This design comes from an exercise in tuning for small area, a short achievable clock period and few clock cycles per item on the open sky130 flow, not from production work. In this exercise RTL edits were held to simulation tests only and were not proved equivalent to the original.

==> 07-04: inputs <==
## multipli
module multipli
#(parameter int N = 32)
(
	input  logic                        CLOCK,
	input  logic                        RESET,
	input  logic                        START,
	input  logic signed [N-1:0]         A,B,
	output logic signed [2*N-1:0]       S,
	output logic                        END_MULT
);
make LEC_CHECK=0 CAP_MARGIN=20 CORE_MARGIN=2 CORE_UTILIZATION=40 SLEW_MARGIN=20 finish   # period 5.0 ns
run.sh (not shown) runs the stock make flow with config.mk's settings and CLKGATE_MAP_FILE= SYNTH_SCRIPT=/design/flow/synth_recipe.tcl, a recipe that flattens the netlist after the stock synthesis.
==> inputs of 04-15, as changes to 07-04 <==
==> flow/flow/run.sh (new file) <==
#!/bin/bash
# Layout flow: the standard flow (standard.sh), with the port buffers
# that global placement inserts made from sky130_fd_sc_hd__buf_1 instead of
# the default pick; the resizer upsizes them where timing or slew needs it.
set -e
export BUFFER_PORTS_ARGS="-buffer_cell sky130_fd_sc_hd__buf_1"
bash standard.sh > standard.log 2>&1
==> flow/standard.sh (new file) <==
#!/bin/bash
# synth_recipe.tcl (not shown) runs the flow's synth.tcl, then flattens the netlist and writes it again
# the make line also repeats each setting of config.mk as NAME=value (left out here)
make -C /OpenROAD-flow-scripts/flow DESIGN_CONFIG=/design/flow/config.mk WORK_HOME=/design/flow/orfs CLKGATE_MAP_FILE= SYNTH_SCRIPT=/design/flow/synth_recipe.tcl "${@:-finish}"
removed: flow/run.sh
==> results.cfg <==
[route]
vias = 8097

[finish]
buffer_area_frac = 0.1141

[grt]
antenna_found_initial = 1
grt_pass1_wl_um = 47240
use_met2 = 0.3328

[outcome]
outcome = complete, no violations

[place]
gp_congestion = 0.8296

[critical_path]
crit_chain = inv_1, fa_1, nand2b_1, a211oi_2, o2111ai_1, a21oi_2, buf_4, o211ai_1, buf_4, a31oi_1, nor2_1, xnor2_1, clkdlybuf4s50_1
(the above is from 07-04)
==> results.cfg <==
[route]
vias = 8119

[grt]
grt_pass1_wl_um = 45930
use_met2 = 0.3096
antenna_found_initial = 3

[outcome]
outcome = complete, no violations

[place]
hpwl_um = 22190
gp_congestion = 0.8466

[sta]
worst_slew_pin_slew_ps = 851.6
hold_viol = 0

[critical_path]
cp_num_cells = 11
crit_chain = inv_1, fa_1, nand2b_1, a211oi_2, o2111ai_1, a21oi_2, o211ai_1, nand3_1, a31o_2, xor2_1, buf_1

[finish]
clkCellAreaFrac = 0.02549
buffer_area_frac = 0.04914
(the above is from 04-15)
Testbench counts of 07-04, summed over its fixed seeds: cycles 7,992, items 1,600.
Testbench counts of 04-15, summed over its fixed seeds: cycles 7,992, items 1,600.


==> 10-21 <==
multipli, a different RTL version from the one above (not shown whole).
Settings: LEC_CHECK=0, CAP_MARGIN=20, CORE_MARGIN=2, CORE_UTILIZATION=40, SLEW_MARGIN=20; clock period 5.0 ns.
standard.sh (not shown) runs the stock make flow with config.mk's settings and CLKGATE_MAP_FILE= SYNTH_SCRIPT=/design/flow/synth_recipe.tcl, a recipe that flattens the netlist after the stock synthesis.
==> flow/flow/run.sh <==
#!/bin/bash
# Layout flow: the standard flow (standard.sh), with the port buffers
# that global placement inserts made from sky130_fd_sc_hd__buf_1 instead of
# the default pick; the resizer upsizes them where timing or slew needs it.
set -e
export BUFFER_PORTS_ARGS="-buffer_cell sky130_fd_sc_hd__buf_1"
bash standard.sh > standard.log 2>&1
==> inputs of 03-18, as changes to 10-21 <==
==> flow/run.sh (new file) <==
#!/bin/bash
# synth_recipe.tcl (not shown) runs the flow's synth.tcl, then flattens the netlist and writes it again
# the make line also repeats each setting of config.mk as NAME=value (left out here)
make -C /OpenROAD-flow-scripts/flow DESIGN_CONFIG=/design/flow/config.mk WORK_HOME=/design/flow/orfs CLKGATE_MAP_FILE= SYNTH_SCRIPT=/design/flow/synth_recipe.tcl finish
removed: flow/flow/run.sh
removed: flow/standard.sh
==> inputs of 10-20, as changes to 10-21 <==
CORE_UTILIZATION = 60   (was 40)
PLACE_DENSITY = 0.75   (was default)
==> summary.txt <==
Timing
  – Crit path time final: 4.52 ns

Status
  – Outcome: finished clean

Finish
  – Post-route non-filler standard cell count: 1228

Worst setup path
  – Critical path fanouts, max: 18

Global routing
  – First-pass GRT wire length: around 39000 µm
Source of the figures above: 10-20

==> summary.txt <==
Status
  – Outcome: finished clean

Timing
  – Crit path time final: approximately 4.4 ns

Worst setup path
  – Critical path fanouts, max: 23

Finish
  – Post-route non-filler standard cell count: between 1000 and 1500

Global routing
  – First-pass GRT wire length: around 44000 µm
Source of the figures above: 10-21

==> summary.txt <==
Status
  – Outcome: finished clean

Finish
  – Post-route non-filler standard cell count: around 1300
  – Layout filler cell count: between 2000 and 2500

Worst setup path
  – Worst R2R Path Depth: 12
  – Critical path fanouts, max: 6
  – Crit-path leading delay family: compound AO/OA/AOI/OAI gates

Timing
  – Relative slew slack: 0.503

Global routing
  – First-pass GRT wire length: ~43000 µm
Source of the figures above: 03-18

Testbench counts of 10-21, summed over its fixed seeds: cycles 7,992, items 1,600.
Testbench counts of 03-18, summed over its fixed seeds: cycles 7,992, items 1,600.
Testbench counts of 10-20, summed over its fixed seeds: cycles 7,992, items 1,600.

what the ideal ports hide:
How much do the figures lean on ideal ports? The routed layouts below were timed once more, with nothing changed but the port constraints.
Step 1 sets driving cells, clkbuf_16 on the clock port and buf_2 on the other inputs (assumed; they add their load-dependent delay and slew).
Step 2 also shifts input and output timing later by t, the mid clock arrival at the registers, as if the neighbouring blocks saw the same clock.
Three values: ideal, step 1, step 2; two values: the first two.
| run | shift t [ns] | setup slack, ns | clock arrival spread, ns |
|---|---|---|---|
| 07-04 | 0.413 | 0.214 / 0.167 / 0.147 | 0.015 / 0.015 |
| 04-15 | 0.412 | 0.453 / 0.406 / 0.577 | 0.016 / 0.017 |
| 10-21 | 0.410 | 0.569 / 0.569 / 0.520 | 0.020 / 0.021 |
| 03-18 | 0.405 | 0.295 / 0.247 / 0.441 | 0.017 / 0.017 |
| 10-20 | 0.400 | 0.481 / 0.481 / 0.466 | 0.019 / 0.019 |
After both steps every run listed still meets setup and hold. The setup slack of 07-04, which loses most, moves by -0.047 ns with the drivers and by -0.067 ns with both steps.
